What follows belongs to an exercise in optimizing a design on an open flow for small area and a short achievable clock period; a production flow would make more cautious choices. At most, simulation tests tie the RTL to the original design; equivalence was not proved. Only the layout flow was run in runs 6 to 8; the RTL was not checked for function there. Power figures rest on the tool's default switching activity, not on a simulated workload.

$ cat flow/config.mk
export PLATFORM = sky130hd
export DESIGN_NAME = bowling
export DESIGN_NICKNAME = bowling
export VERILOG_FILES = /design/flow/design.v
export SDC_FILE = /design/flow/constraint.sdc
export NUM_CORES = 4
export LEC_CHECK = 0
export CAP_MARGIN = 20
export CORE_MARGIN = 2
export CORE_UTILIZATION = 40
export SETUP_SLACK_MARGIN = 2.4
export SLEW_MARGIN = 20
export TNS_END_PERCENT = 0
$ cat flow/constraint.sdc
create_clock -name core_clock -period 5.0 [get_ports {clock}]
set_input_delay 1.0000 -clock core_clock [delete_from_list [all_inputs] [get_ports {clock}]]
set_output_delay 1.0000 -clock core_clock [all_outputs]
set_load 0.01 [all_outputs]
$ cat flow/design.v
module bowling(clock, reset, calculate_score, pin_count, roll, score);
input clock;
input reset;
input calculate_score;
input [3:0] pin_count;
input roll;
output [8:0] score;
reg [8:0] score;
reg [3:0] e [0:10];
reg [3:0] o [0:10];
reg [4:0] diff;           
reg ph;                   
reg [4:0] s01;            
reg st;                   
wire [3:0] a = ph ? o[0] : e[0];
wire [3:0] b = ph ? e[0] : o[0];
wire [3:0] c = ph ? o[1] : e[1];
wire [3:0] d = ph ? e[1] : o[1];
wire bon = st || (s01 == 5'd10);
wire [8:0] score_next = score + s01 + (bon ? c : 4'd0);
wire calc = calculate_score && !roll;
wire shift_e = calc && !(ph && st);
wire shift_o = calc && !(!ph && st);
wire wr_o = roll && (ph ^ diff[0]);
wire wr_e = roll && !(ph ^ diff[0]);
wire head = (diff[4:1] == 4'd0);
wire [4:0] s01_r = pin_count + (diff[0] ? a : b);
wire st_r = diff[0] ? st : (pin_count == 4'd10);
wire [3:0] a_c = st ? b : c;
wire [4:0] s01_c = c + (st ? b : d);
wire st_c = (a_c == 4'd10);
wire [4:0] diff_r = diff + 5'd1;
wire [4:0] diff_c = st ? diff - 5'd1 : diff - 5'd2;
integer i;
reg we, wo;
always @(posedge clock) begin
   for (i = 0; i < 11; i = i + 1) begin
      we = wr_e && (diff[4:1] == i);
      wo = wr_o && (diff[4:1] == i);
      e[i] <= ({4{we}} & pin_count)
            | ({4{shift_e}} & ((i < 10) ? e[i+1] : 4'd0))
            | ({4{!we && !shift_e}} & e[i]);
      o[i] <= ({4{wo}} & pin_count)
            | ({4{shift_o}} & ((i < 10) ? o[i+1] : 4'd0))
            | ({4{!wo && !shift_o}} & o[i]);
   end
end
wire up_r = roll && head;
wire up_c = calc;
always @(posedge clock) begin
   s01 <= ({5{up_r}} & s01_r) | ({5{up_c}} & s01_c) | ({5{!up_r && !up_c}} & s01);
   st <= (up_r & st_r) | (up_c & st_c) | (!up_r && !up_c && st);
end
always @(posedge clock) begin
   if (reset) begin
      score <= 0;
      diff <= 0;
      ph <= 0;
   end
   else if (roll)
      diff <= diff_r;
   else if (calculate_score) begin
      score <= score_next;
      diff <= diff_c;
      ph <= ph ^ st;
   end
end
endmodule
$ cat flow/flow/run.sh
#!/bin/bash
# The standard layout (standard.sh) with two changes: each port is buffered
# by buf_2 rather than the cell buffer_ports picks by default, and clock tree
# synthesis inserts no dummy loads. ORFS keeps each step's log under
# orfs/logs; make's own output goes to make.log.
set -euo pipefail
export BUFFER_PORTS_ARGS="-buffer_cell sky130_fd_sc_hd__buf_2"
export CTS_ARGS="-sink_clustering_enable -repair_clock_nets -buf_list {sky130_fd_sc_hd__clkbuf_4 sky130_fd_sc_hd__clkbuf_8} -dont_use_dummy_load"
bash standard.sh > make.log 2>&1
$ cat flow/standard.sh
#!/bin/bash
# synth_recipe.tcl (not shown) runs the flow's synth.tcl, then flattens the netlist and writes it again
# the make line also repeats each setting of config.mk as NAME=value (left out here)
make -C /OpenROAD-flow-scripts/flow DESIGN_CONFIG=/design/flow/config.mk WORK_HOME=/design/flow/orfs CLKGATE_MAP_FILE= SYNTH_SCRIPT=/design/flow/synth_recipe.tcl "${@:-finish}"
==> results of run 1 <==
-- stage by stage --
stage	worst slack [ns]	instances	utilization, %	hold slack (ns)
6_report	2.38	748	44.0	0.463
3_3_place_gp	1.83	728	41.8	0.435
2_1_floorplan	2.33	562	-	0.426
4_1_cts	2.17	740	42.9	0.461
3_5_place_dp	1.77	728	41.8	0.439
5_1_grt	2.26	748	44.0	0.473
-- Yosys cell counts, types with 2 or more instances --
library cell | instances | area share (%)
and3_2 | 4 | 0.54
o21ai_0 | 16 | 1.4
nor4bb_1 | 3 | 0.54
a22o_1 | 72 | 11
a21o_2 | 8 | 1.3
nand2b_1 | 3 | 0.34
nand3_2 | 2 | 0.36
nand2_1 | 29 | 2.0
and2_1 | 3 | 0.34
a211oi_1 | 5 | 0.68
mux2i_1 | 3 | 0.54
o211a_1 | 2 | 0.36
nand3b_1 | 3 | 0.41
nor3_1 | 15 | 1.4
xnor2_1 | 4 | 0.63
mux2_2 | 5 | 1.0
xor2_1 | 3 | 0.47
ha_1 | 23 | 5.2
nand3_1 | 13 | 1.2
and3_1 | 3 | 0.34
buf_2 | 5 | 0.45
a21oi_2 | 2 | 0.32
o221ai_1 | 3 | 0.47
fa_1 | 7 | 2.5
buf_6 | 3 | 0.61
a221o_1 | 10 | 1.8
buf_1 | 2 | 0.14
nor2b_1 | 3 | 0.34
clkbuf_1 | 21 | 1.4
inv_1 | 24 | 1.6
nor3_4 | 6 | 1.8
a21o_1 | 70 | 9.5
a21oi_1 | 13 | 1.2
nor2_1 | 39 | 2.6
mux4_2 | 4 | 1.6
dfxtp_1 | 109 | 39
-- metal layers --
| layer | GRT usage (%) | wire, um |
|---|---|---|
| met5 | 0 | 0 |
| met3 | 2.90 | 525 |
| met4 | 7.26 | 253 |
| met2 | 28.5 | 5890 |
| met1 | 23.9 | 6200 |
-- registers in the layout (all words and copies together) (netlist names) --
register  cells
ph            1
diff          5
score         9
st            1
e            44
o            44
s01           5
-- power by group through the flow --
stage	registers, mW	clock network (mW)	logic [mW]
global route	1.22	0.478	0.742
CTS	1.19	0.443	0.626
global placement	1.21	0	0.595
detailed placement	1.21	0	0.618
finish	1.20	0.430	0.662
floorplan	1.15	0	0.512
-- kinds of logic after synthesis --
| family | Yosys count |
|---|---|
| buffers and inverters | 56 |
| multiplexers | 12 |
| adder cells (fa/ha/maj) | 30 |
| AO/OA/AOI/OAI | 211 |
| AND/OR/NAND/NOR | 135 |
| flip-flops | 109 |
| XOR/XNOR | 9 |
-- timing repair --
action,in CTS,in global routing
gates cloned,0,3
setup buffers,3,4
pin swaps,0,6
endpoints found under the setup margin,90,65
hold buffers,0,0
resized for setup,3,13
-- path summary, 6_finish.rpt --
path | from | end | slack [ns]
max | roll | e[6][0]$_DFF_P_ | 2.38
min reg2reg | e[6][2]$_DFF_P_ | e[6][2]$_DFF_P_ | 0.46
max reg2reg | ph$_SDFFE_PP0P_ | score[3]$_SDFFE_PP0P_ | 2.41
min | e[6][2]$_DFF_P_ | e[6][2]$_DFF_P_ | 0.46
-- layout make-up --
cell class                      instances  area [um^2]
Clock buffer                            9          124
Fill cell                            1328         7690
Inverter                               24         90.1
Multi-Input combinational cell        400         3220
Sequential cell                       109         2190
Tap cell                              180          225
Timing Repair Buffer                   26          179
==> flow_summary.ini, run 1 <==
[outcome]
status = no timing/DRC/antenna violations

[sta]
finalSetupViolCount = 0
fmax_ghz = 0.382
period_share_pct = 52.4
slew_headroom_pct = 33.8
fin_skew_ns = 0.0312
rsz0062_at_grt = true
slew_viol_final = 0
hold_viol = 0
worst_pin_slew_ns = 0.992
tns_ns = 0
fin_crit_ns = 2.62

[worst_setup_path]
crit_required_ns = 5.27
slowest_stage = nand2b_1
worstPathArrival_ns = 2.89
critPathMaxStageDelay_ns = 0.62
cp-end-kind = flip-flop
reg2regPathDepth = 10
worstPathCellList = buf_2, nand2b_1, nor2_4, buf_16, nor2_1, a21o_1
path_max_fanout = 25
critPathBufInv = 2
cpLargestDelayFamily = simple AND/OR/NAND/NOR gates
path_class = in2reg
path_depth = 6
setup.worst_path.start_class = input port

[cells_and_area]
final_cell_area_um2 = 6030
drive_above_1_share_pct = 15.3
final_nets = 608
antennaDiodeCount = 0
layout_common_cells = dfxtp_1, a22o_1, a21o_1
synthToLayoutAreaGrowth_pct = 8.87
final_common_cell = dfxtp_1

[clock_tree]
clkSinkCount = 109
clk_latency_ns = 0.38
cts_buffers = 9
path_clk_slew_ns = 0.09
htreeDepth = 3
cts-root-buf = clkbuf_8
cts_tree = done
cts_max_path_buffers = 2

[die]
dieWidth_um = 122
die_y_um = 122
coreArea_um2 = 13700
start_util_pct = 40.4
num_io_pins = 17
num_rows = 43
die-area_um2 = 14800

[synthesis]
syn_nets = 600
synthAdderAreaFrac_pct = 7.72
ys.flop_type = dfxtp_1
synth_compound_area_share_pct = 29.9
synth_edf_count = 0
synthMuxAreaShare_pct = 3.18
synth-xor-area-share_pct = 1.90
synth_seq_cells = 109
ys_seq_area_share_pct = 39.4
yosys.area_share.simple_pct = 13.6
netlist_instances = 562
ys_warn_count = 3
synth_top_family_by_area = compound AO/OA/AOI/OAI gates
async_flop_share_pct = 0
syn-cell-area_um2 = 5540
yosysUniqueCellTypes = 58
avgSynthCellArea_um2 = 9.86

[power_and_ir_drop]
leakage_nw = 2.99
power_mw = 2.29
powerDensity_nw_per_um2 = 379
clkPwrFrac_pct = 18.8
netSwitchingPower_uw = 761
internal_power_mw = 1.53
p_sw_share_pct = 33.3
comb_power_share_pct = 28.9
seqPwrFrac_pct = 52.3
vdd_drop_max_mv = 0.125

[placement]
place_hpwl_um = 8630
gp_congestion = 0.830
io_buffers = 16
placed_cell_area_um2 = 5740

[detailed_routing]
firstDrtPassIters = 5
postRouteAntennaNets = 0
vias = 4326
drtIter0Drc = 260
wl_um = 12900
viasPerCell = 5.78
post_drt_wl_per_cell_um = 17.2
drcViolationCount = 0

[global_route]
grt_start_max_net_pins = 51
grt_pass1_vias = 4176
grt_pass1_wl_um = 20700
grt-ovfl-total = 0
antenna_found_initial = 0
grt_use_total_pct = 17.8

[worst_hold_path]
hp-class = reg2reg
hold_depth = 1

[job]
timing.max_cap.violations = 0
==> run 2, diff against run 1 <==
--- a/flow/config.mk
+++ b/flow/config.mk
@@ -8,6 +8,5 @@
 export CAP_MARGIN = 20
 export CORE_MARGIN = 2
 export CORE_UTILIZATION = 40
-export SETUP_SLACK_MARGIN = 2.4
+export SETUP_SLACK_MARGIN = 2.2
 export SLEW_MARGIN = 20
-export TNS_END_PERCENT = 0
==> flow_summary.ini, run 2 <==
[sta]
fmax_ghz = 0.373
tns_ns = 0
hold_viol = 0
slew_viol_final = 0
fin_skew_ns = 0.0260
finalSetupViolCount = 0
worst_pin_slew_ns = 0.920
rsz0062_at_grt = false
slew_headroom_pct = 38.6
fin_crit_ns = 2.68
period_share_pct = 53.7

[die]
die-area_um2 = 14800
dieWidth_um = 122
coreArea_um2 = 13700
die_y_um = 122
start_util_pct = 40.4
num_rows = 43
num_io_pins = 17

[cells_and_area]
top_regs = e x44, o x44, score x9
antennaDiodeCount = 0
fillers = 1337
finalNonFillerCells = 743
final_nets = 603
synthToLayoutAreaGrowth_pct = 6.80
final_core_util_pct = 43.1
final_common_cell = dfxtp_1
layout_common_cells = dfxtp_1, a22o_1, a21o_1
drive_above_1_share_pct = 13.7

[detailed_routing]
wl_um = 12500
viasPerCell = 5.71
vias = 4240
postRouteAntennaNets = 0
post_drt_wl_per_cell_um = 16.9
drtIter0Drc = 323
drcViolationCount = 0
firstDrtPassIters = 4

[outcome]
status = no timing/DRC/antenna violations

[placement]
dp.cells = 729
gp_congestion = 0.843
io_buffers = 16
place_hpwl_um = 8740

[job]
timing.max_cap.violations = 0

[global_route]
grt_start_max_net_pins = 51
grt_use_total_pct = 17.3
grt_pass1_vias = 4026
grt_pass1_wl_um = 20200
antenna_found_initial = 0
grt-ovfl-total = 0

[synthesis]
netlist_instances = 562
syn-cell-area_um2 = 5540
async_flop_share_pct = 0
ys.flop_type = dfxtp_1
ys_warn_count = 3
ys_seq_area_share_pct = 39.4
yosysUniqueCellTypes = 58
syn_nets = 600
synth_top_area_share_pct = 39.4
yosysMostFrequentCell = dfxtp_1
yosysTopAreaCell = dfxtp_1
synth_edf_count = 0
avgSynthCellArea_um2 = 9.86
synth_seq_cells = 109
synth_area_leaders = dfxtp_1, a22o_1, a21o_1
ys_top_cells_by_count = dfxtp_1, a22o_1, a21o_1

[power_and_ir_drop]
power_mw = 2.24
leakage_nw = 2.96
vdd_drop_max_mv = 0.143
powerDensity_nw_per_um2 = 379

[worst_setup_path]
crit_required_ns = 5.31
worstPathArrival_ns = 3.00
path_class = in2reg
slowest_stage = nor2_2
cp-end-kind = flip-flop
worstPathCellList = buf_2, nand2b_1, nor2_2, a22o_1, a21o_2
critPathMaxStageDelay_ns = 0.92
critPathBufInv = 1
path_max_fanout = 22
setup.worst_path.start_class = input port
cpLargestDelayFamily = simple AND/OR/NAND/NOR gates

[clock_tree]
hold_buffers = 0
path_clk_slew_ns = 0.08
clkSinkCount = 109
cts_tree = done
clk_latency_ns = 0.38
cts-root-buf = clkbuf_8
cts_buffers = 9
htreeDepth = 3
cts_max_path_buffers = 2

[worst_hold_path]
hp-class = reg2reg
[run 2: cell counts after synthesis]
Identical to the previous run, type by type.
[run 2: final timing paths]
check,startpoint,cells after the start,slack [ns],end
worst max register to register,ph$_SDFFE_PP0P_,9,2.32,score[5]$_SDFFE_PP0P_
worst min-delay path,e[9][3]$_DFF_P_,1,0.46,e[9][3]$_DFF_P_
worst min register to register,e[9][3]$_DFF_P_,1,0.46,e[9][3]$_DFF_P_
worst max-delay path,roll,5,2.32,o[2][0]$_DFF_P_
[run 2: power by group]
group	internal, mW	total, mW	leakage, nW	switching, mW
Combinational	0.303	0.615	2.00	0.312
Sequential	1.04	1.20	0.891	0.156
Clock	0.163	0.432	0.0647	0.270
Total	1.50	2.24	2.96	0.738
[run 2: what timing repair did]
action,4_1_cts,5_1_grt
cloned,0,1
pin swaps,0,1
buffers inserted,3,0
endpoints found under the setup margin,49,44
resized for setup,3,3
[run 2: per-layer routing]
metal,track usage [%],routed length (um),up-vias,share of wire [%]
met2,27.4,5930,77,47
met4,4.24,172,0,1.4
met1,23.8,5870,2058,47
met3,4.07,564,15,4.5
met5,0,0,-,0
li1,-,-,2090,-
[run 2: area by class of cell]
cell class / count / area [um^2] / area share, %
timing repair buffer: 23 / 145 / 2.45
clock buffer: 9 / 124 / 2.09
inverter: 24 / 90.1 / 1.52
tap: 180 / 225 / 3.81
sequential: 109 / 2190 / 37.0
multi-input combinational: 398 / 3140 / 53.1
[run 2: cell families (layout without fill, tap and decap cells)]
family                     after synthesis  in the layout  share of synthesized area, %
adders and majority gates               30             30                          7.72
and+or+nand+nor                        135            136                          13.6
DFF                                    109            109                          39.4
buffers and inverters                   56             56                          4.38
muxes                                   12             12                          3.18
xor gates and xnor gates                 9              9                          1.90
AOI/OAI and AO/OA                      211            211                          29.9
[run 2: metrics by stage]
stage,hold WS [ns],worst slack [ns],cell area (um^2)
6_report,0.456,2.32,5920
5_1_grt,0.478,2.21,5920
4_1_cts,0.461,2.16,5890
3_5_place_dp,0.440,1.74,5740
3_3_place_gp,0.436,1.82,5740
2_1_floorplan,0.426,2.24,5560
==> run 3, diff against run 2 <==
--- a/flow/config.mk
+++ b/flow/config.mk
@@ -8,5 +8,6 @@
 export CAP_MARGIN = 20
 export CORE_MARGIN = 2
 export CORE_UTILIZATION = 40
-export SETUP_SLACK_MARGIN = 2.2
+export PLACE_DENSITY = 0.8
+export SETUP_SLACK_MARGIN = 2.4
 export SLEW_MARGIN = 20
==> flow_summary.ini, run 3 <==
[outcome]
status = no timing/DRC/antenna violations

[worst_setup_path]
crit_start = ph$_SDFFE_PP0P_
worstPathCellList = mux2i_2, inv_1, and2_4, fa_1, ha_2, fa_2, a21oi_2, o211a_1, or3_1, a21oi_2
setup.worst_path.start_class = flip-flop
critPathBufInv = 1
cpMostUsedCell = a21oi_2
regToRegStartpoint = ph$_SDFFE_PP0P_
cpLargestDelayFamily = adder cells
cp-end-kind = flip-flop
path_class = reg2reg
critPathMaxStageDelay_ns = 0.49
slowest_stage = fa_1
worstPathArrival_ns = 2.90
crit_required_ns = 5.29
path_max_fanout = 5

[power_and_ir_drop]
vdd_drop_max_mv = 0.146
leakage_nw = 3.00
comb_power_share_pct = 29.7
netSwitchingPower_uw = 766
powerDensity_nw_per_um2 = 382
seqPwrFrac_pct = 51.8
clkPwrFrac_pct = 18.6
p_sw_share_pct = 33.3
power_mw = 2.30
internal_power_mw = 1.54

[clock_tree]
cts_max_path_buffers = 2
cts-root-buf = clkbuf_8
clk_latency_ns = 0.37
path_clk_slew_ns = 0.09
clkSinkCount = 109
cts_buffers = 9
htreeDepth = 3
hold_buffers = 0
cts_tree = done

[die]
die-area_um2 = 14800
num_io_pins = 17
num_rows = 43
coreArea_um2 = 13700
start_util_pct = 40.4
die_y_um = 122
dieWidth_um = 122

[synthesis]
yosysUniqueCellTypes = 58
ys_top_cells_by_count = dfxtp_1, a22o_1, a21o_1
synth_area_leaders = dfxtp_1, a22o_1, a21o_1
syn_nets = 600
yosysMostFrequentCell = dfxtp_1
synth_top_area_share_pct = 39.4
ys_warn_count = 3
ys_seq_area_share_pct = 39.4
async_flop_share_pct = 0
synth_edf_count = 0
ys.flop_type = dfxtp_1
netlist_instances = 562
synth_seq_cells = 109
avgSynthCellArea_um2 = 9.86
syn-cell-area_um2 = 5540
yosysTopAreaCell = dfxtp_1

[sta]
period_share_pct = 52.2
finalSetupViolCount = 0
rsz0062_at_grt = true
fin_skew_ns = 0.0173
worst_pin_slew_ns = 0.696
slew_headroom_pct = 53.5
fmax_ghz = 0.383
slew_viol_final = 0
fin_crit_ns = 2.61
tns_ns = 0
hold_viol = 0

[detailed_routing]
viasPerCell = 5.94
wl_um = 12800
post_drt_wl_per_cell_um = 17.1
postRouteAntennaNets = 0
drtIter0Drc = 410
firstDrtPassIters = 5
vias = 4458
drcViolationCount = 0

[global_route]
grt_start_max_net_pins = 51
grt_use_total_pct = 17.7
antenna_found_initial = 0
grt-ovfl-total = 0
grt_pass1_wl_um = 21200
grt_pass1_vias = 4387

[cells_and_area]
antennaDiodeCount = 0
fillers = 1274
final_common_cell = dfxtp_1
final_nets = 610
synthToLayoutAreaGrowth_pct = 8.94
drive_above_1_share_pct = 17.4
top_regs = e x44, o x44, score x9
layout_common_cells = dfxtp_1, a22o_1, a21o_1

[placement]
place_hpwl_um = 8630
gp_congestion = 0.890
io_buffers = 16

[job]
timing.max_cap.violations = 0

[worst_hold_path]
hp-start = o[9][3]$_DFF_P_
hp-class = reg2reg
-- run 3: metrics by stage --
stage | instance area, um^2 | setup slack [ns] | hold slack, ns | std cells | util [%]
6_report | 6040 | 2.39 | 0.460 | 750 | 44.0
5_1_grt | 6040 | 2.31 | 0.474 | 750 | 44.0
4_1_cts | 5960 | 2.39 | 0.462 | 748 | 43.4
3_5_place_dp | 5740 | 1.67 | 0.439 | 730 | 41.9
3_3_place_gp | 5740 | 1.81 | 0.436 | 730 | 41.9
2_1_floorplan | 5570 | 2.33 | 0.426 | 562 | -
-- run 3: what timing repair did --
| action | 4_1_cts | 5_1_grt |
|---|---|---|
| gates cloned | 1 | 0 |
| resized for setup | 9 | 15 |
| setup endpoints to repair | 50 | 51 |
| buffers inserted | 8 | 2 |
| pin swaps | 5 | 9 |
-- run 3: cells by family after synthesis --
family	synth area share [%]
buf+inv	4.38
simple gates	13.6
flops	39.4
mux	3.18
compound gates	29.9
xor+xnor	1.90
fa+ha+maj	7.72
-- run 3: worst paths after layout --
path / cells after the start / slack, ns / to
worst max register to register: 10 / 2.39 / score[7]$_SDFFE_PP0P_
worst max-delay path: 10 / 2.39 / score[7]$_SDFFE_PP0P_
worst min-delay path: 1 / 0.46 / o[9][3]$_DFF_P_
worst min register to register: 1 / 0.46 / o[9][3]$_DFF_P_
-- run 3: area by class of cell --
cell class	instances	area, um^2	area share, %
Multi-Input combinational cell	398	3220	53.3
Inverter	24	90.1	1.49
Clock buffer	9	124	2.05
Timing Repair Buffer	30	185	3.07
Tap cell	180	225	3.73
Sequential cell	109	2190	36.4
-- run 3: power by group through the flow --
stage | registers [mW] | logic [mW] | clock network, mW
global route | 1.21 | 0.755 | 0.472
CTS | 1.18 | 0.650 | 0.435
floorplan | 1.15 | 0.512 | 0
finish | 1.19 | 0.683 | 0.428
global placement | 1.21 | 0.582 | 0
detailed placement | 1.21 | 0.613 | 0
-- run 3: layer usage --
metal  part of all wire (%)  global-route usage (%)
met1                     47                    23.6
met2                     46                    29.2
met3                    4.8                    3.09
met4                    2.2                    6.03
met5                      0                       0
==> run 4, diff against run 3 <==
--- a/flow/config.mk
+++ b/flow/config.mk
@@ -8,6 +8,5 @@
 export CAP_MARGIN = 20
 export CORE_MARGIN = 2
 export CORE_UTILIZATION = 40
-export PLACE_DENSITY = 0.8
 export SETUP_SLACK_MARGIN = 2.4
 export SLEW_MARGIN = 20
==> flow_summary.ini, run 4 <==
[worst_hold_path]
hp-start = e[6][2]$_DFF_P_
hold_end = e[6][2]$_DFF_P_
hp-class = reg2reg
hold_depth = 1

[placement]
pre_cts_slack_ns = 1.71
dp.cells = 728
io_buffers = 16
gp_congestion = 0.822
place_hpwl_um = 8740

[global_route]
grt_start_max_net_pins = 26
grt_pass1_vias = 4216
antenna_found_initial = 0
grt_pass1_wl_um = 21800
grt_use_total_pct = 18.9
grt-ovfl-total = 0

[detailed_routing]
postRouteAntennaNets = 0
drtIter0Drc = 325
drcViolationCount = 0
firstDrtPassIters = 6
wl_um = 13300
vias = 4350
viasPerCell = 5.76
post_drt_wl_per_cell_um = 17.7

[worst_setup_path]
regToRegSetupSlack_ns = 2.41
setup.worst_path.start_class = flip-flop
regToRegStartpoint = ph$_SDFFE_PP0P_
cp-end-kind = flip-flop
reg2regPathDepth = 8
path_max_fanout = 5
r2r_end = score[8]$_SDFFE_PP0P_
worstPathArrival_ns = 2.84
crit_required_ns = 5.25
path_class = reg2reg

[sta]
fmax_ghz = 0.387
fin_skew_ns = 0.0342
finalSetupViolCount = 0
fin_crit_ns = 2.59
setup_slack_ns = 2.41
hold_viol = 0
tns_ns = 0
rsz0062_at_grt = true
slew_headroom_pct = 50.7
worst_pin_slew_ns = 0.738
period_share_pct = 51.7
slew_viol_final = 0

[die]
die-area_um2 = 14800
start_util_pct = 40.4
die_y_um = 122
dieWidth_um = 122
num_rows = 43
coreArea_um2 = 13700
num_io_pins = 17

[synthesis]
synth_area_leaders = dfxtp_1, a22o_1, a21o_1
synth_edf_count = 0
ys.flop_type = dfxtp_1
ys_top_cells_by_count = dfxtp_1, a22o_1, a21o_1
ys_seq_area_share_pct = 39.4
avgSynthCellArea_um2 = 9.86
synth_seq_cells = 109
syn-cell-area_um2 = 5540
yosysUniqueCellTypes = 58
yosysTopAreaCell = dfxtp_1
async_flop_share_pct = 0
syn_nets = 600
synth_top_area_share_pct = 39.4
netlist_instances = 562
yosysMostFrequentCell = dfxtp_1
ys_warn_count = 3

[clock_tree]
cts_tree = done
hold_buffers = 0
clkSinkCount = 109
cts_max_path_buffers = 2
htreeDepth = 3
path_clk_slew_ns = 0.08
cts_buffers = 9
cts-root-buf = clkbuf_8
clk_latency_ns = 0.39

[cells_and_area]
final_nets = 615
antennaDiodeCount = 0
synthToLayoutAreaGrowth_pct = 9.75
drive_above_1_share_pct = 17.4
layout_common_cells = dfxtp_1, a22o_1, a21o_1
top_regs = e x44, o x44, score x9
finalNonFillerCells = 755
final_common_cell = dfxtp_1

[power_and_ir_drop]
leakage_nw = 3.01
powerDensity_nw_per_um2 = 380
power_mw = 2.31
vdd_drop_max_mv = 0.133

[job]
timing.max_cap.violations = 0

[outcome]
status = no timing/DRC/antenna violations
[run 4: kinds of logic (layout without fill, tap and decap cells)]
logic type | Yosys count | in the layout | share of synthesized area [%]
simple gates | 135 | 139 | 13.6
flops | 109 | 109 | 39.4
compound gates | 211 | 211 | 29.9
fa+ha+maj | 30 | 30 | 7.72
mux | 12 | 12 | 3.18
xor+xnor | 9 | 9 | 1.90
buf+inv | 56 | 65 | 4.38
[run 4: repair_timing]
item                                    in CTS  in global routing
pin swaps                                    3                  5
setup buffers                                9                  5
gates cloned                                 4                  0
endpoints found under the setup margin      90                  8
resized for setup                           12                 10
[run 4: critical path, cell delays in order, from the launching register on]
cell and delay [ns]:
dfxtp_4 0.38, mux2_2 0.35, and2_1 0.17, fa_1 0.49, ha_1 0.31, a21o_1 0.19
o21ai_4 0.09, a21oi_2 0.15, mux2_2 0.34
[run 4: cell type report]
class / instances / area (um^2)
Inverter: 24 / 90.1
Timing Repair Buffer: 32 / 204
Clock buffer: 9 / 124
Fill cell: 1310 / 7640
Multi-Input combinational cell: 401 / 3250
Sequential cell: 109 / 2190
Tap cell: 180 / 225
[run 4: metrics by stage]
step | hold slack (ns) | utilization (%) | area (um^2)
finish | 0.461 | 44.3 | 6080
global route | 0.470 | 44.3 | 6080
CTS | 0.461 | 43.7 | 5990
detailed placement | 0.440 | 41.8 | 5740
global placement | 0.438 | 41.8 | 5740
floorplan | 0.426 | - | 5570
[run 4: layer usage]
| layer | share of wire (%) | vias up | track usage, % |
|---|---|---|---|
| li1 | - | 2111 | - |
| met1 | 49 | 2154 | 25.4 |
| met2 | 46 | 71 | 30.4 |
| met3 | 3.2 | 14 | 3.79 |
| met4 | 1.5 | 0 | 6.32 |
| met5 | 0 | - | 0 |
[run 4: power by group]
group	switching [mW]	total [mW]	internal, mW
clock network	0.270	0.432	0.162
registers	0.147	1.19	1.04
logic	0.353	0.692	0.339
total	0.770	2.31	1.54
[run 4: worst max path at each step]
stage | from | end | slack, ns | depth (start not counted)
floorplan | ph$_SDFFE_PP0P_ | score[7]$_SDFFE_PP0P_ | 2.33 | 12
global placement | roll | o[3][0]$_DFF_P_ | 1.82 | 5
detailed placement | roll | o[3][1]$_DFF_P_ | 1.71 | 5
CTS | ph$_SDFFE_PP0P_ | score[8]$_SDFFE_PP0P_ | 2.40 | 10
global route | ph$_SDFFE_PP0P_ | score[6]$_SDFFE_PP0P_ | 2.31 | 8
finish | ph$_SDFFE_PP0P_ | score[8]$_SDFFE_PP0P_ | 2.41 | 8
==> run 5, diff against run 4 <==
--- a/flow/config.mk
+++ b/flow/config.mk
@@ -7,6 +7,6 @@
 export LEC_CHECK = 0
 export CAP_MARGIN = 20
 export CORE_MARGIN = 2
-export CORE_UTILIZATION = 40
+export CORE_UTILIZATION = 60
 export SETUP_SLACK_MARGIN = 2.4
 export SLEW_MARGIN = 20
==> flow_summary.ini, run 5 <==
[outcome]
status = no timing/DRC/antenna violations

[sta]
slew_viol_final = 0
fin_crit_ns = 2.65
rsz0062_at_grt = true
tns_ns = 0
worst_pin_slew_ns = 0.991
hold_viol = 0
fin_skew_ns = 0.0392
finalSetupViolCount = 0
period_share_pct = 53.0
slew_headroom_pct = 33.9
fmax_ghz = 0.378

[worst_hold_path]
hp-class = reg2reg
hold_end = o[7][0]$_DFF_P_
hold_depth = 1
hp-start = o[7][0]$_DFF_P_

[synthesis]
avgSynthCellArea_um2 = 9.86
yosysMostFrequentCell = dfxtp_1
ys_seq_area_share_pct = 39.4
ys_warn_count = 3
yosysUniqueCellTypes = 58
async_flop_share_pct = 0
syn-cell-area_um2 = 5540
synth_top_area_share_pct = 39.4
synth_edf_count = 0
ys.flop_type = dfxtp_1
synth_seq_cells = 109
ys_top_cells_by_count = dfxtp_1, a22o_1, a21o_1
synth_area_leaders = dfxtp_1, a22o_1, a21o_1
yosysTopAreaCell = dfxtp_1
netlist_instances = 562
syn_nets = 600

[detailed_routing]
post_drt_wl_per_cell_um = 18.5
viasPerCell = 6.32
top_layer = met4
met1Wirelength_um = 5930
met2_length_um = 5940
vias = 4342
wl_um = 12700
drcViolationCount = 0
postRouteAntennaNets = 0
firstDrtPassIters = 4
met3WireLength_um = 625
drtIter0Drc = 145

[cells_and_area]
final_common_cell = dfxtp_1
layout_common_cells = dfxtp_1, a22o_1, a21o_1
final_nets = 616
antennaDiodeCount = 0
drive_above_1_share_pct = 18.1
synthToLayoutAreaGrowth_pct = 8.81
top_regs = e x44, o x44, score x9

[worst_setup_path]
path_class = in2reg
worstPathArrival_ns = 2.89
reg2regPathDepth = 10
regToRegStartpoint = ph$_SDFFE_PP0P_
setup.worst_path.start_class = input port
regToRegSetupSlack_ns = 2.42
r2r_end = score[7]$_SDFFE_PP0P_
cp-end-kind = flip-flop
crit_required_ns = 5.24
path_max_fanout = 40

[global_route]
grt_pass1_vias = 4079
grt-ovfl-total = 0
antenna_found_initial = 0
grt_pass1_wl_um = 20400
grt_use_total_pct = 25.7
grt_start_max_net_pins = 51

[die]
coreArea_um2 = 9110
die-area_um2 = 10000
start_util_pct = 60.8
dieWidth_um = 100
num_rows = 35
num_io_pins = 17
die_y_um = 100

[placement]
io_buffers = 16
gp_congestion = 0.802
place_hpwl_um = 8540

[clock_tree]
cts-root-buf = clkbuf_8
clk_latency_ns = 0.38
clkSinkCount = 109
cts_buffers = 9
htreeDepth = 3
cts_max_path_buffers = 2
cts_tree = done
hold_buffers = 0
path_clk_slew_ns = 0.08

[power_and_ir_drop]
power_mw = 2.32
leakage_nw = 3.03
vdd_drop_max_mv = 0.195
powerDensity_nw_per_um2 = 385

[job]
timing.max_cap.violations = 0
-- run 5: kinds of logic after synthesis --
family	after synthesis	synth area share [%]
DFF	109	39.4
adders and majority gates	30	7.72
muxes	12	3.18
and+or+nand+nor	135	13.6
buffers and inverters	56	4.38
xor gates and xnor gates	9	1.90
AOI/OAI and AO/OA	211	29.9
-- run 5: critical path, stage by stage --
cell      delay, ns
buf_2          0.16
nand2b_1       0.62
nor2_4         0.52
buf_12         0.25
nor2_1         0.12
a21o_1         0.19
-- run 5: how the worst max path moves through the flow --
| stage | from | to | slack (ns) | cells past startpoint |
|---|---|---|---|---|
| 2_1_floorplan | ph$_SDFFE_PP0P_ | score[7]$_SDFFE_PP0P_ | 2.33 | 12 |
| 3_3_place_gp | roll | o[7][1]$_DFF_P_ | 1.82 | 5 |
| 3_5_place_dp | roll | e[6][0]$_DFF_P_ | 1.77 | 5 |
| 4_1_cts | roll | e[1][2]$_DFF_P_ | 2.16 | 5 |
| 5_1_grt | roll | e[1][2]$_DFF_P_ | 2.31 | 6 |
| 6_report | roll | e[1][2]$_DFF_P_ | 2.35 | 6 |
-- run 5: layout make-up --
class | count | area, um^2
multi-input combinational | 399 | 3250
fill | 783 | 3080
sequential | 109 | 2190
timing repair buffer | 35 | 235
tap | 111 | 139
clock buffer | 9 | 124
inverter | 24 | 90.1
-- run 5: repair_timing --
item | 4_1_cts | 5_1_grt
setup endpoints to repair | 87 | 47
gates resized for setup | 6 | 19
setup buffers | 3 | 13
pin swaps | 0 | 11
cloned | 0 | 2
-- run 5: power breakdown --
group	internal (mW)	switching, mW
Sequential	1.04	0.152
Combinational	0.346	0.350
Clock	0.163	0.270
Total	1.55	0.772
-- run 5: per-layer routing --
metal  vias to the layer above  global-route usage [%]
met2                        99                    40.5
met1                      2119                    36.5
met5                         -                       0
met4                         0                    7.38
li1                       2107                       -
met3                        17                    4.60
-- run 5: stage by stage --
stage / hold slack (ns) / instances / instance area, um^2 / worst slack, ns / util, %
floorplan: 0.426 / 562 / 5570 / 2.33 / -
global placement: 0.433 / 659 / 5650 / 1.82 / 62.0
detailed placement: 0.439 / 659 / 5650 / 1.77 / 62.0
CTS: 0.461 / 671 / 5810 / 2.16 / 63.7
global route: 0.472 / 687 / 6030 / 2.31 / 66.2
finish: 0.457 / 687 / 6030 / 2.35 / 66.2
==> run 6, diff against run 5 <==
--- a/flow/design.v
+++ b/flow/design.v
@@ -17,7 +17,8 @@
 wire [3:0] c = ph ? o[1] : e[1];
 wire [3:0] d = ph ? e[1] : o[1];
 wire bon = st || (s01 == 5'd10);
-wire [8:0] score_next = score + s01 + (bon ? c : 4'd0);
+wire [3:0] m = ({4{bon && ph}} & o[1]) | ({4{bon && !ph}} & e[1]);
+wire [8:0] score_next = score + s01 + m;
 wire calc = calculate_score && !roll;
 wire shift_e = calc && !(ph && st);
 wire shift_o = calc && !(!ph && st);
--- a/flow/config.mk
+++ b/flow/config.mk
@@ -7,6 +7,6 @@
 export LEC_CHECK = 0
 export CAP_MARGIN = 20
 export CORE_MARGIN = 2
-export CORE_UTILIZATION = 60
+export CORE_UTILIZATION = 40
 export SETUP_SLACK_MARGIN = 2.4
 export SLEW_MARGIN = 20
==> flow_summary.ini, run 6 <==
[sta]
setup_slack_ns = 2.35
slew_viol_final = 0
hold_viol = 0
worst_pin_slew_ns = 0.715
fin_crit_ns = 2.65
finalSetupViolCount = 0
slew_headroom_pct = 52.3
fmax_ghz = 0.378
period_share_pct = 52.9
tns_ns = 0
fin_skew_ns = 0.0236
rsz0062_at_grt = true

[clock_tree]
clkSinkCount = 109
clk_latency_ns = 0.38
path_clk_slew_ns = 0.08
cts_max_path_buffers = 2
htreeDepth = 3
cts_buffers = 9
cts_tree = done
cts-root-buf = clkbuf_8

[worst_setup_path]
slowest_stage = fa_2
path_class = reg2reg
path_max_fanout = 3
worstPathCellList = buf_6, mux2i_4, inv_2, and2_4, fa_2, ha_4, a21o_1, o21ai_4, a21oi_2, mux2_2
crit_required_ns = 5.26
critPathMaxStageDelay_ns = 0.60
cp-end-kind = flip-flop
setup.worst_path.start_class = flip-flop
worstPathArrival_ns = 2.90

[synthesis]
yosysMostFrequentCell = dfxtp_1
async_flop_share_pct = 0
netlist_instances = 557
yosysTopAreaCell = dfxtp_1
ys_top_cells_by_count = dfxtp_1, a21o_1, a22o_1
ys_seq_area_share_pct = 39.8
yosysUniqueCellTypes = 57
syn-cell-area_um2 = 5480
ys_warn_count = 3
ys.flop_type = dfxtp_1
synth_seq_cells = 109
synth_area_leaders = dfxtp_1, a22o_1, a21o_1
avgSynthCellArea_um2 = 9.84
syn_nets = 595
synth_edf_count = 0
synth_top_area_share_pct = 39.8

[detailed_routing]
viasPerCell = 5.74
wl_um = 13000
postRouteAntennaNets = 0
drtIter0Drc = 263
met2_length_um = 6300
drcViolationCount = 0
post_drt_wl_per_cell_um = 17.4
firstDrtPassIters = 4
met3WireLength_um = 424
top_layer = met4
vias = 4285
met1Wirelength_um = 5990

[power_and_ir_drop]
leakage_nw = 3.07
vdd_drop_max_mv = 0.217
powerDensity_nw_per_um2 = 384

[placement]
gp_congestion = 0.815
io_buffers = 16
place_hpwl_um = 8460
pre_cts_slack_ns = 1.78

[die]
die_y_um = 121
dieWidth_um = 121
start_util_pct = 41.2
num_io_pins = 17
coreArea_um2 = 13300
num_rows = 42
die-area_um2 = 14600

[cells_and_area]
top_regs = e x44, o x44, score x9
final_common_cell = dfxtp_1
fillers = 1241
final_nets = 610
antennaDiodeCount = 0
layout_common_cells = dfxtp_1, a21o_1, a22o_1
drive_above_1_share_pct = 17.4
synthToLayoutAreaGrowth_pct = 10.7

[global_route]
antenna_found_initial = 0
grt_use_total_pct = 18.8
grt_start_max_net_pins = 51
grt_pass1_wl_um = 21600
grt-ovfl-total = 0
grt_pass1_vias = 4303

[job]
timing.max_cap.violations = 0

[worst_hold_path]
hp-class = reg2reg

[outcome]
status = no timing/DRC/antenna violations
-- run 6: stage by stage --
| step | instance area, um^2 | utilization, % | power (mW) | hold WS (ns) | cells |
|---|---|---|---|---|---|
| detailed placement | 5670 | 42.7 | 1.79 | 0.441 | 721 |
| global route | 6060 | 45.6 | 2.48 | 0.483 | 746 |
| CTS | 5980 | 45.0 | 2.30 | 0.462 | 744 |
| floorplan | 5490 | - | 1.64 | 0.426 | 557 |
| global placement | 5670 | 42.7 | 1.77 | 0.436 | 721 |
| finish | 6060 | 45.6 | 2.33 | 0.460 | 746 |
-- run 6: kinds of logic (layout without fill, tap and decap cells) --
kind of cell | Yosys count | in the layout | synth area share [%]
multiplexers | 13 | 13 | 3.40
flip-flops | 109 | 109 | 39.8
buffers and inverters | 51 | 62 | 4.00
AND/OR/NAND/NOR | 129 | 131 | 12.8
adder cells (fa/ha/maj) | 30 | 30 | 7.81
AO/OA/AOI/OAI | 216 | 216 | 30.4
XOR/XNOR | 9 | 9 | 1.71
-- run 6: repair_timing --
item	in CTS	in global routing
pin swaps	10	8
resized for setup	16	17
setup endpoints to repair	46	87
cloned	1	1
buffers inserted	13	1
hold endpoints to repair	0	0
hold buffers	0	0
-- run 6: worst paths after layout --
check | slack, ns | endpoint | startpoint | cells after the start
min | 0.46 | o[3][1]$_DFF_P_ | o[3][1]$_DFF_P_ | 1
max reg2reg | 2.35 | score[6]$_SDFFE_PP0P_ | ph$_SDFFE_PP0P_ | 10
max | 2.35 | score[6]$_SDFFE_PP0P_ | ph$_SDFFE_PP0P_ | 10
min reg2reg | 0.46 | o[3][1]$_DFF_P_ | o[3][1]$_DFF_P_ | 1
-- run 6: report_power, final --
part	leakage, nW	switching (mW)	internal, mW
logic	2.11	0.348	0.372
clock network	0.0647	0.262	0.162
registers	0.892	0.146	1.04
total	3.07	0.756	1.57
-- run 6: layout make-up --
| cell class | count | area [um^2] | area share (%) |
|---|---|---|---|
| clock buffer | 9 | 124 | 2.04 |
| tap | 176 | 220 | 3.63 |
| multi-input combinational | 399 | 3240 | 53.4 |
| sequential | 109 | 2190 | 36.2 |
| inverter | 21 | 78.8 | 1.30 |
| timing repair buffer | 32 | 211 | 3.49 |
-- run 6: routing by layer --
layer | GRT usage [%] | up-vias
met3 | 4.65 | 21
met4 | 6.61 | 0
met5 | 0 | -
li1 | - | 2088
met2 | 31.4 | 66
met1 | 23.4 | 2110
-- run 6: critical path, delay by kind of cell (launching register included) --
| family | cells | cell delay (ns) |
|---|---|---|
| adder cells (fa/ha/maj) | 2 | 0.81 |
| multiplexers | 2 | 0.53 |
| AO/OA/AOI/OAI | 3 | 0.47 |
| buffers and inverters | 2 | 0.19 |
| AND/OR/NAND/NOR | 1 | 0.14 |
| flip-flops | 1 | 0.39 |
==> run 7, diff against run 6 <==
--- a/flow/design.v
+++ b/flow/design.v
@@ -12,13 +12,14 @@
 reg ph;                   
 reg [4:0] s01;            
 reg st;                   
+reg [3:0] cc;             
 wire [3:0] a = ph ? o[0] : e[0];
 wire [3:0] b = ph ? e[0] : o[0];
-wire [3:0] c = ph ? o[1] : e[1];
+wire [3:0] c = cc;
 wire [3:0] d = ph ? e[1] : o[1];
+wire [3:0] f = ph ? o[2] : e[2];
 wire bon = st || (s01 == 5'd10);
-wire [3:0] m = ({4{bon && ph}} & o[1]) | ({4{bon && !ph}} & e[1]);
-wire [8:0] score_next = score + s01 + m;
+wire [8:0] score_next = score + s01 + (bon ? c : 4'd0);
 wire calc = calculate_score && !roll;
 wire shift_e = calc && !(ph && st);
 wire shift_o = calc && !(!ph && st);
@@ -30,6 +31,7 @@
 wire [3:0] a_c = st ? b : c;
 wire [4:0] s01_c = c + (st ? b : d);
 wire st_c = (a_c == 4'd10);
+wire [3:0] cc_c = st ? d : f;
 wire [4:0] diff_r = diff + 5'd1;
 wire [4:0] diff_c = st ? diff - 5'd1 : diff - 5'd2;
 integer i;
@@ -51,6 +53,8 @@
 always @(posedge clock) begin
    s01 <= ({5{up_r}} & s01_r) | ({5{up_c}} & s01_c) | ({5{!up_r && !up_c}} & s01);
    st <= (up_r & st_r) | (up_c & st_c) | (!up_r && !up_c && st);
+   cc <= ({4{roll && diff == 5'd2}} & pin_count) | ({4{up_c}} & cc_c)
+       | ({4{!(roll && diff == 5'd2) && !up_c}} & cc);
 end
 always @(posedge clock) begin
    if (reset) begin
==> flow_summary.ini, run 7 <==
[global_route]
grt-ovfl-total = 0
grt_pass1_vias = 4367
met3_usage_pct = 5.09
antenna_found_initial = 0
use_met2_pct = 28.4
grt_use_total_pct = 18.0
busiest_layer = met2
grt_start_max_net_pins = 26
met1_usage_pct = 24.1
grt_pass1_wl_um = 22700

[clock_tree]
clk_latency_ns = 0.44
cts_max_path_buffers = 2
cts_tree = done
clkSinkCount = 113
htreeDepth = 4
cts-root-buf = clkbuf_8
cts_buffers = 17
path_clk_slew_ns = 0.07
hold_buffers = 0

[worst_setup_path]
slowest_stage = o41ai_4
path_class = reg2reg
worstPathArrival_ns = 3.03
crit_required_ns = 5.36
cp-end-kind = flip-flop
worstPathCellList = o41ai_4, buf_4, buf_4, nand2_1, fa_2, inv_2, ha_4, fa_2, a21oi_2, o211a_1, or3_1, a21oi_2
critPathMaxStageDelay_ns = 0.40
critPathBufInv = 3
cpLargestDelayFamily = compound AO/OA/AOI/OAI gates
setup.worst_path.start_class = flip-flop
path_max_fanout = 3

[die]
num_io_pins = 17
start_util_pct = 40.6
die_y_um = 125
dieWidth_um = 125
num_rows = 44
coreArea_um2 = 14400
die-area_um2 = 15600

[cells_and_area]
antennaDiodeCount = 0
final_core_util_pct = 44.7
final_common_cell = dfxtp_1
final_cell_area_um2 = 6450
final_nets = 636
synthToLayoutAreaGrowth_pct = 10.0
finalNonFillerCells = 779
top_regs = e x44, o x44, score x9
layout_common_cells = dfxtp_1, a21o_1, a22o_1
drive_above_1_share_pct = 20.2

[placement]
place_hpwl_um = 8980
placed_cell_area_um2 = 6020
dp.cells = 748
io_buffers = 16
gp_congestion = 0.750

[sta]
slew_headroom_pct = 56.1
fin_skew_ns = 0.0237
fmax_ghz = 0.375
fin_crit_ns = 2.66
tns_ns = 0
hold_viol = 0
slew_viol_final = 0
worst_pin_slew_ns = 0.657
period_share_pct = 53.3
rsz0062_at_grt = true
finalSetupViolCount = 0

[synthesis]
synth_compound_area_share_pct = 29.2
synthAdderAreaFrac_pct = 7.52
syn_nets = 615
synth_edf_count = 0
avgSynthCellArea_um2 = 10.2
synth_seq_cells = 113
synth_top_family_by_area = compound AO/OA/AOI/OAI gates
synth_area_leaders = dfxtp_1, a21o_1, a22o_1
syn-cell-area_um2 = 5860
yosys.area_share.simple_pct = 13.8
async_flop_share_pct = 0
synth-xor-area-share_pct = 1.60
ys_seq_area_share_pct = 38.6
synthMuxAreaShare_pct = 4.19
yosysUniqueCellTypes = 61
yosysTopAreaCell = dfxtp_1
ys_warn_count = 3
ys_top_cells_by_count = dfxtp_1, a21o_1, a22o_1
yosysMostFrequentCell = dfxtp_1
synth_top_area_share_pct = 38.6
netlist_instances = 576
ys.flop_type = dfxtp_1

[power_and_ir_drop]
power_mw = 2.59
netSwitchingPower_uw = 840
comb_power_share_pct = 27.5
vdd_drop_max_mv = 0.243
leakage_nw = 3.26
p_sw_share_pct = 32.5
powerDensity_nw_per_um2 = 401
seqPwrFrac_pct = 49.2
internal_power_mw = 1.75
clkPwrFrac_pct = 23.3

[detailed_routing]
drcViolationCount = 0
wl_um = 14000
drtIter0Drc = 280
vias = 4528
viasPerCell = 5.81
firstDrtPassIters = 5
postRouteAntennaNets = 0
post_drt_wl_per_cell_um = 18.0

[outcome]
status = no timing/DRC/antenna violations

[job]
timing.max_cap.violations = 0

[worst_hold_path]
hp-class = reg2reg
run 7: changes by cell type after synthesis, sizes merged, moves of 3 or more:
cell / delta
mux4: +4
inv: +4
nand2: +3
a221o: +4
dfxtp: +4
run 7: cells by family (layout without fill, tap and decap cells):
family	count (synthesis)	after routing
AOI/OAI and AO/OA	220	220
xor gates and xnor gates	9	9
adders and majority gates	31	31
buffers and inverters	55	70
DFF	113	113
muxes	13	13
and+or+nand+nor	135	139
run 7: metrics by stage:
| stage | worst slack [ns] | hold WS [ns] |
|---|---|---|
| after floorplan | 2.42 | 0.426 |
| after global placement | 1.77 | 0.439 |
| after detailed placement | 1.71 | 0.444 |
| after CTS | 2.22 | 0.453 |
| after global routing | 2.25 | 0.463 |
| final | 2.34 | 0.450 |
run 7: worst paths after layout:
kind                                      start                     to  slack, ns  cells after the start
worst max-delay path             s01[2]$_DFF_P_  score[7]$_SDFFE_PP0P_       2.34                     12
worst min-delay path            e[3][1]$_DFF_P_        e[3][1]$_DFF_P_       0.45                      1
worst max register to register   s01[2]$_DFF_P_  score[7]$_SDFFE_PP0P_       2.34                     12
worst min register to register  e[3][1]$_DFF_P_        e[3][1]$_DFF_P_       0.45                      1
run 7: layout make-up:
class                           count  area (um^2)
Sequential cell                   113         2270
Tap cell                          184          230
Timing Repair Buffer               28          170
Inverter                           25         93.8
Clock buffer                       17          234
Multi-Input combinational cell    412         3440
Fill cell                        1382         7980
run 7: routing by layer:
layer	routed length, um	up-vias
met3	593	21
met1	6780	2236
met2	6420	87
met4	225	0
met5	0	-
li1	-	2184
run 7: repair_timing:
| action | 4_1_cts | 5_1_grt |
|---|---|---|
| buffers inserted | 4 | 6 |
| endpoints found under the setup margin | 91 | 88 |
| resized for setup | 15 | 12 |
| hold endpoints to repair | 0 | 0 |
| pin swaps | 15 | 8 |
| gates cloned | 2 | 2 |
run 7: power groups by stage:
stage	Clock [mW]	Sequential, mW	Combinational [mW]
detailed placement	0	1.28	0.652
global placement	0	1.27	0.628
global route	0.654	1.30	0.783
floorplan	0	1.21	0.544
finish	0.602	1.27	0.712
CTS	0.619	1.26	0.693
==> run 8, diff against run 7 <==
--- a/flow/design.v
+++ b/flow/design.v
@@ -41,10 +41,10 @@
       we = wr_e && (diff[4:1] == i);
       wo = wr_o && (diff[4:1] == i);
       e[i] <= ({4{we}} & pin_count)
-            | ({4{shift_e}} & ((i < 10) ? e[i+1] : 4'd0))
+            | ({4{shift_e}} & ((i < 10) ? e[i+1] : e[i]))
             | ({4{!we && !shift_e}} & e[i]);
       o[i] <= ({4{wo}} & pin_count)
-            | ({4{shift_o}} & ((i < 10) ? o[i+1] : 4'd0))
+            | ({4{shift_o}} & ((i < 10) ? o[i+1] : o[i]))
             | ({4{!wo && !shift_o}} & o[i]);
    end
 end
==> flow_summary.ini, run 8 <==
[worst_setup_path]
critPathMaxStageDelay_ns = 0.50
setup.worst_path.start_class = flip-flop
r2r_end = score[8]$_SDFFE_PP0P_
worstPathArrival_ns = 2.99
crit_required_ns = 5.33
worstPathCellList = o41ai_4, buf_4, nand2_1, fa_1, inv_2, ha_4, o21a_1, o21ai_4, a21oi_2, mux2_4
reg2regPathDepth = 10
regToRegSetupSlack_ns = 2.34
path_max_fanout = 5
path_class = reg2reg
slowest_stage = fa_1
regToRegStartpoint = s01[2]$_DFF_P_
cp-end-kind = flip-flop

[clock_tree]
clkSinkCount = 113
cts_tree = done
clk_latency_ns = 0.44
hold_buffers = 0
cts_buffers = 17
htreeDepth = 4
path_clk_slew_ns = 0.06
cts-root-buf = clkbuf_8
cts_max_path_buffers = 2

[cells_and_area]
synthToLayoutAreaGrowth_pct = 10.3
layout_common_cells = dfxtp_1, a21o_1, a22o_1
final_common_cell = dfxtp_1
antennaDiodeCount = 0
final_nets = 613
top_regs = e x44, o x44, score x9
fillers = 1325
final_core_util_pct = 45.4
drive_above_1_share_pct = 17.5

[placement]
place_hpwl_um = 8910
io_buffers = 16
gp_congestion = 0.837

[detailed_routing]
drtIter0Drc = 267
vias = 4298
wl_um = 13300
post_drt_wl_per_cell_um = 17.7
viasPerCell = 5.72
drcViolationCount = 0
firstDrtPassIters = 4
postRouteAntennaNets = 0

[global_route]
grt_pass1_wl_um = 21600
antenna_found_initial = 0
grt_use_total_pct = 18.6
grt_pass1_vias = 4262
grt_start_max_net_pins = 51
grt-ovfl-total = 0

[die]
num_rows = 43
start_util_pct = 41.1
coreArea_um2 = 13900
die-area_um2 = 15300
die_y_um = 124
dieWidth_um = 124
num_io_pins = 17

[synthesis]
synth_area_leaders = dfxtp_1, a22o_1, a21o_1
ys_warn_count = 3
ys_top_cells_by_count = dfxtp_1, a21o_1, a22o_1
synth_seq_cells = 113
yosysTopAreaCell = dfxtp_1
syn-cell-area_um2 = 5730
yosysUniqueCellTypes = 53
yosysMostFrequentCell = dfxtp_1
synth_top_area_share_pct = 39.5
netlist_instances = 561
ys.flop_type = dfxtp_1
async_flop_share_pct = 0
syn_nets = 600
synth_edf_count = 0
avgSynthCellArea_um2 = 10.2
ys_seq_area_share_pct = 39.5

[power_and_ir_drop]
leakage_nw = 3.22
powerDensity_nw_per_um2 = 426
vdd_drop_max_mv = 0.202

[sta]
tns_ns = 0
finalSetupViolCount = 0
fin_skew_ns = 0.0145
hold_viol = 0
slew_headroom_pct = 55.1
fin_crit_ns = 2.66
fmax_ghz = 0.376
period_share_pct = 53.3
slew_viol_final = 0
worst_pin_slew_ns = 0.668
rsz0062_at_grt = true

[job]
timing.max_cap.violations = 0

[worst_hold_path]
hp-class = reg2reg
hp-start = o[7][2]$_DFF_P_
hold_depth = 1
hold_end = o[7][2]$_DFF_P_

[outcome]
status = no timing/DRC/antenna violations
## run 8: cell count changes after synthesis, sizes merged
cell and change:
nand3 -10, or3 +2, buf +1, dlygate4sd1 -1, nand2b -2, and3b -1
o21ai -8, mux2 +8, inv -4
## run 8: worst max path at each step
stage / startpoint / end / slack, ns / cells after the start
4_1_cts: s01[2]$_DFF_P_ / score[7]$_SDFFE_PP0P_ / 2.36 / 9
2_1_floorplan: s01[1]$_DFF_P_ / score[5]$_SDFFE_PP0P_ / 2.42 / 9
3_3_place_gp: roll / e[8][0]$_DFF_P_ / 1.82 / 5
6_report: s01[2]$_DFF_P_ / score[8]$_SDFFE_PP0P_ / 2.34 / 10
3_5_place_dp: roll / e[1][1]$_DFF_P_ / 1.73 / 5
5_1_grt: s01[2]$_DFF_P_ / score[7]$_SDFFE_PP0P_ / 2.20 / 9
## run 8: report_power, final
part | internal (mW) | total (mW) | leakage [nW] | switching [mW]
sequential | 1.15 | 1.36 | 0.928 | 0.215
combinational | 0.384 | 0.727 | 2.17 | 0.344
clock | 0.297 | 0.605 | 0.122 | 0.308
total | 1.83 | 2.69 | 3.22 | 0.866
## run 8: cells by family (layout without fill, tap and decap cells)
kind of cell	Yosys count	after routing	share of synthesized area (%)
flops	113	113	39.5
fa+ha+maj	31	31	7.68
compound gates	212	212	29.0
xor+xnor	9	9	1.51
simple gates	124	125	13.0
buf+inv	51	61	3.67
mux	21	21	5.65
## run 8: routing by layer
metal | vias to the layer above | part of all wire, % | global-route usage (%)
li1 | 2106 | - | -
met1 | 2108 | 49 | 24.7
met2 | 74 | 46 | 29.2
met3 | 10 | 4.2 | 4.95
met4 | 0 | 0.88 | 6.18
met5 | - | 0 | 0
## run 8: area by class of cell
type,instances,area (um^2),area share (%)
Sequential cell,113,2280,36.0
Inverter,21,78.8,1.25
Tap cell,180,225,3.56
Timing Repair Buffer,23,136,2.16
Multi-Input combinational cell,398,3370,53.3
Clock buffer,17,234,3.70
## run 8: worst max-delay path: cells and delay by family, from the launching register on
family                     cells  cell delay, ns
and+or+nand+nor                1            0.06
muxes                          1            0.31
adders and majority gates      2            0.79
buffers and inverters          2            0.22
AOI/OAI and AO/OA              4            0.84
DFF                            1            0.35
## run 8: repair_timing
item                                    in CTS  in global routing
endpoints found under the setup margin      51                 67
pin swaps                                   11                  5
gates resized for setup                     12                 11
buffers inserted                             2                  2
cloned                                       1                  0
## run 8: metrics by stage
step,setup WS (ns),instance area [um^2],hold slack (ns),cells,power (mW)
after global routing,2.20,6320,0.469,752,2.87
after floorplan,2.42,5760,0.426,561,1.88
after global placement,1.82,5970,0.434,730,2.04
after detailed placement,1.73,5980,0.440,730,2.07
final,2.34,6320,0.451,752,2.69
after CTS,2.36,6270,0.454,750,2.71
==> run 9, diff against run 8 <==
--- a/flow/design.v
+++ b/flow/design.v
@@ -12,12 +12,10 @@
 reg ph;                   
 reg [4:0] s01;            
 reg st;                   
-reg [3:0] cc;             
 wire [3:0] a = ph ? o[0] : e[0];
 wire [3:0] b = ph ? e[0] : o[0];
-wire [3:0] c = cc;
+wire [3:0] c = ph ? o[1] : e[1];
 wire [3:0] d = ph ? e[1] : o[1];
-wire [3:0] f = ph ? o[2] : e[2];
 wire bon = st || (s01 == 5'd10);
 wire [8:0] score_next = score + s01 + (bon ? c : 4'd0);
 wire calc = calculate_score && !roll;
@@ -31,7 +29,6 @@
 wire [3:0] a_c = st ? b : c;
 wire [4:0] s01_c = c + (st ? b : d);
 wire st_c = (a_c == 4'd10);
-wire [3:0] cc_c = st ? d : f;
 wire [4:0] diff_r = diff + 5'd1;
 wire [4:0] diff_c = st ? diff - 5'd1 : diff - 5'd2;
 integer i;
@@ -53,8 +50,6 @@
 always @(posedge clock) begin
    s01 <= ({5{up_r}} & s01_r) | ({5{up_c}} & s01_c) | ({5{!up_r && !up_c}} & s01);
    st <= (up_r & st_r) | (up_c & st_c) | (!up_r && !up_c && st);
-   cc <= ({4{roll && diff == 5'd2}} & pin_count) | ({4{up_c}} & cc_c)
-       | ({4{!(roll && diff == 5'd2) && !up_c}} & cc);
 end
 always @(posedge clock) begin
    if (reset) begin
--- a/flow/config.mk
+++ b/flow/config.mk
@@ -8,5 +8,5 @@
 export CAP_MARGIN = 20
 export CORE_MARGIN = 2
 export CORE_UTILIZATION = 40
-export SETUP_SLACK_MARGIN = 2.4
+export SETUP_SLACK_MARGIN = 2.2
 export SLEW_MARGIN = 20
==> flow_summary.ini, run 9 <==
[cells_and_area]
antennaDiodeCount = 0
drive_above_1_share_pct = 11.7
synthToLayoutAreaGrowth_pct = 7.15
top_regs = e x44, o x44, score x9
final_common_cell = dfxtp_1
final_nets = 588
fillers = 1311
final_cell_area_um2 = 5790
layout_common_cells = dfxtp_1, a21o_1, a22o_1

[detailed_routing]
met3WireLength_um = 444
post_drt_wl_per_cell_um = 16.2
firstDrtPassIters = 5
viasPerCell = 5.69
postRouteAntennaNets = 0
vias = 4122
drcViolationCount = 0
met2_length_um = 5500
drtIter0Drc = 205
wl_um = 11700
met1Wirelength_um = 5510
top_layer = met4

[power_and_ir_drop]
leakage_nw = 2.99
power_mw = 2.36
vdd_drop_max_mv = 0.151
powerDensity_nw_per_um2 = 408

[die]
die-area_um2 = 14500
start_util_pct = 40.8
num_io_pins = 17
die_y_um = 120
num_rows = 42
coreArea_um2 = 13200
dieWidth_um = 120

[synthesis]
yosysUniqueCellTypes = 50
synth_seq_cells = 109
yosysTopAreaCell = dfxtp_1
ys_seq_area_share_pct = 40.4
yosysMostFrequentCell = dfxtp_1
netlist_instances = 547
ys.flop_type = dfxtp_1
synth_edf_count = 0
async_flop_share_pct = 0
ys_warn_count = 3
syn_nets = 585
avgSynthCellArea_um2 = 9.88
syn-cell-area_um2 = 5400
synth_area_leaders = dfxtp_1, a22o_1, a21o_1
ys_top_cells_by_count = dfxtp_1, a21o_1, a22o_1
synth_top_area_share_pct = 40.4

[placement]
io_buffers = 16
gp_congestion = 0.827
placed_cell_area_um2 = 5620
pre_cts_slack_ns = 1.73
place_hpwl_um = 8030

[sta]
slew_headroom_pct = 54.5
period_share_pct = 53.1
rsz0062_at_grt = false
fin_skew_ns = 0.0329
holdWs_ns = 0.457
hold_viol = 0
fin_crit_ns = 2.65
worst_pin_slew_ns = 0.680
slew_viol_final = 0
finalSetupViolCount = 0
tns_ns = 0
setup_slack_ns = 2.35
fmax_ghz = 0.377

[worst_setup_path]
path_max_fanout = 4
path_class = reg2reg
crit_required_ns = 5.24
critPathMaxStageDelay_ns = 0.43
setup.worst_path.start_class = flip-flop
slowest_stage = fa_1
worstPathCellList = nor2_1, a41o_1, and2_1, fa_1, ha_1, fa_2, a21o_1, a211oi_1, o41ai_2
cp-end-kind = flip-flop
worstPathArrival_ns = 2.90

[global_route]
antenna_found_initial = 0
grt-ovfl-total = 0
grt_use_total_pct = 17.3
grt_pass1_wl_um = 20100
grt_pass1_vias = 4130
grt_start_max_net_pins = 51

[worst_hold_path]
hp-class = reg2reg

[clock_tree]
cts_buffers = 9
clk_latency_ns = 0.39
clkSinkCount = 109
cts_tree = done
cts-root-buf = clkbuf_8
path_clk_slew_ns = 0.09
htreeDepth = 3
cts_max_path_buffers = 2

[job]
timing.max_cap.violations = 0

[outcome]
status = no timing/DRC/antenna violations
[run 9: cell count changes in the layout (fill, tap and decap cells not counted), sizes merged, moves of 3 or more]
cell | before | now
clkbuf | 17 | 9
mux4 | 8 | 4
dfxtp | 113 | 109
a221o | 6 | 2
nand2 | 31 | 28
[run 9: worst paths after layout]
kind / startpoint / endpoint / slack, ns / cells after the start
setup / recovery: s01[4]$_DFF_P_ / score[5]$_SDFFE_PP0P_ / 2.35 / 9
hold / removal: o[4][1]$_DFF_P_ / o[4][1]$_DFF_P_ / 0.46 / 1
setup reg to reg: s01[4]$_DFF_P_ / score[5]$_SDFFE_PP0P_ / 2.35 / 9
hold reg to reg: o[4][1]$_DFF_P_ / o[4][1]$_DFF_P_ / 0.46 / 1
[run 9: final cells by class]
cell class	count	area, um^2	share of cell area [%]
clock buffer	9	124	2.14
timing repair buffer	22	129	2.23
inverter	20	75.1	1.30
tap	176	220	3.80
multi-input combinational	388	3050	52.7
sequential	109	2190	37.8
[run 9: critical path: cells and delay by family (launching register included)]
kind,cells,cell delay [ns]
flip-flops,1,0.40
AND/OR/NAND/NOR,2,0.22
AO/OA/AOI/OAI,4,0.82
adder cells (fa/ha/maj),3,1.09
[run 9: kinds of logic after synthesis]
logic type	after synthesis	share of synthesized area (%)
AO/OA/AOI/OAI	209	30.3
AND/OR/NAND/NOR	120	11.1
flip-flops	109	40.4
buffers and inverters	50	3.61
adder cells (fa/ha/maj)	30	7.92
multiplexers	20	4.93
XOR/XNOR	9	1.74
[run 9: power by group]
group          total (mW)  internal [mW]  switching, mW
logic               0.658          0.346          0.311
registers            1.27           1.10          0.176
clock network       0.432          0.162          0.270
total                2.36           1.60          0.758
[run 9: per-layer routing]
metal	track usage [%]	up-vias
li1	-	2035
met1	22.5	1993
met2	28.3	75
met3	3.07	19
met4	7.63	0
met5	0	-
[run 9: metrics by stage]
stage	instances	util (%)
final	724	43.7
after global routing	724	43.7
after CTS	723	43.5
after detailed placement	712	42.4
after global placement	712	42.4
after floorplan	547	-
[run 9: timing repair]
| item | in CTS | in global routing |
|---|---|---|
| gates resized for setup | 3 | 6 |
| setup endpoints to repair | 8 | 3 |
| gates cloned | 0 | 0 |
| buffers inserted | 2 | 1 |
| hold buffers | 0 | 0 |
==> run 10, diff against run 9 <==
--- a/flow/config.mk
+++ b/flow/config.mk
@@ -8,5 +8,5 @@
 export CAP_MARGIN = 20
 export CORE_MARGIN = 2
 export CORE_UTILIZATION = 40
-export SETUP_SLACK_MARGIN = 2.2
+export SETUP_SLACK_MARGIN = 2.4
 export SLEW_MARGIN = 20
==> flow_summary.ini, run 10 <==
[outcome]
status = no timing/DRC/antenna violations

[synthesis]
synth_area_leaders = dfxtp_1, a22o_1, a21o_1
avgSynthCellArea_um2 = 9.88
yosysMostFrequentCell = dfxtp_1
yosys.area_share.simple_pct = 11.1
synth_edf_count = 0
synthAdderAreaFrac_pct = 7.92
synthMuxAreaShare_pct = 4.93
syn-cell-area_um2 = 5400
synth_seq_cells = 109
netlist_instances = 547
ys_top_cells_by_count = dfxtp_1, a21o_1, a22o_1
syn_nets = 585
ys_warn_count = 3
async_flop_share_pct = 0
ys_seq_area_share_pct = 40.4
synth_top_area_share_pct = 40.4
synth-xor-area-share_pct = 1.74

[power_and_ir_drop]
internal_power_mw = 1.62
seqPwrFrac_pct = 53.2
vdd_drop_max_mv = 0.155
leakage_nw = 3.01

[detailed_routing]
post_drt_wl_per_cell_um = 16.6
drcViolationCount = 0
firstDrtPassIters = 4

[worst_setup_path]
path_class = reg2reg
critPathMaxStageDelay_ns = 0.48
crit_required_ns = 5.31
cp-end-kind = flip-flop
cpLargestDelayFamily = adder cells

[placement]
gp_congestion = 0.817
dp.cells = 712
io_buffers = 16
placed_cell_area_um2 = 5630

[clock_tree]
clkSinkCount = 109
cts_tree = done
cts-root-buf = clkbuf_8
cts_max_path_buffers = 2
htreeDepth = 3

[sta]
holdWs_ns = 0.459
fmax_ghz = 0.387
period_share_pct = 51.7
slew_viol_final = 0
hold_viol = 0
fin_crit_ns = 2.59
worst_pin_slew_ns = 0.723
fin_skew_ns = 0.0311
finalSetupViolCount = 0

[cells_and_area]
synthToLayoutAreaGrowth_pct = 8.64
top_regs = e x44, o x44, score x9
layout_common_cells = dfxtp_1, a21o_1, a22o_1
multi_input_area_um2 = 3100
final_nets = 592
fillers = 1303
final_cell_area_um2 = 5870
seq_area_um2 = 2200
drive_above_1_share_pct = 13.9
antennaDiodeCount = 0
final_common_cell = dfxtp_1

[die]
num_io_pins = 17
die_y_um = 120
dieWidth_um = 120
start_util_pct = 40.8
num_rows = 42

[global_route]
grt_start_max_net_pins = 51
grt-ovfl-total = 0
grt_use_total_pct = 17.3
antenna_found_initial = 0
grt_pass1_vias = 4109

[worst_hold_path]
hp-class = reg2reg

[job]
timing.max_cap.violations = 0
[run 10: cell counts after synthesis]
Identical to the previous run, type by type.
[run 10: layer usage]
layer  vias up  GRT usage, %  wire [um]
met5         -             0          0
met2        75          28.2       5720
met4         0          5.89        241
li1       2037             -          -
met1      2037          22.2       5550
met3        23          4.76        552
[run 10: path summary, 6_finish.rpt]
check | from | endpoint | slack (ns) | depth (start not counted)
setup reg to reg | ph$_SDFFE_PP0P_ | score[7]$_SDFFE_PP0P_ | 2.41 | 10
hold reg to reg | o[3][0]$_DFF_P_ | o[3][0]$_DFF_P_ | 0.46 | 1
setup / recovery | ph$_SDFFE_PP0P_ | score[7]$_SDFFE_PP0P_ | 2.41 | 10
hold / removal | o[3][0]$_DFF_P_ | o[3][0]$_DFF_P_ | 0.46 | 1
[run 10: final cells by class]
| type | instances | share of cell area (%) |
|---|---|---|
| clock buffer | 9 | 2.11 |
| inverter | 20 | 1.28 |
| timing repair buffer | 26 | 2.64 |
| multi-input combinational | 388 | 52.8 |
| tap | 176 | 3.75 |
| sequential | 109 | 37.4 |
[run 10: logic make-up after synthesis]
logic type,count (synthesis)
compound gates,209
xor+xnor,9
fa+ha+maj,30
buf+inv,50
flops,109
mux,20
simple gates,120
[run 10: timing repair]
| item | CTS | global route |
|---|---|---|
| setup endpoints to repair | 6 | 7 |
| setup buffers | 2 | 5 |
| resized for setup | 4 | 15 |
| endpoints found under the hold margin | 0 | 0 |
| hold buffers | 0 | 0 |
| pin swaps | 0 | 5 |
[run 10: power groups by stage]
stage,clock network (mW),logic (mW),registers (mW)
finish,0.432,0.690,1.28
global route,0.485,0.769,1.31
detailed placement,0,0.653,1.29
global placement,0,0.633,1.29
floorplan,0,0.540,1.23
CTS,0.449,0.661,1.27
[run 10: stage by stage]
step | power (mW) | utilization (%)
after floorplan | 1.77 | -
after global placement | 1.92 | 42.5
after detailed placement | 1.95 | 42.5
after CTS | 2.38 | 43.6
after global routing | 2.56 | 44.3
final | 2.40 | 44.3

Check on run 10: ideal ports give 2.415 ns setup slack; a clkbuf_16 on the clock port and buf_2 on the inputs give 2.415 ns; moving port delays by the midpoint clock arrival (0.407 ns) as well gives 2.163 ns.
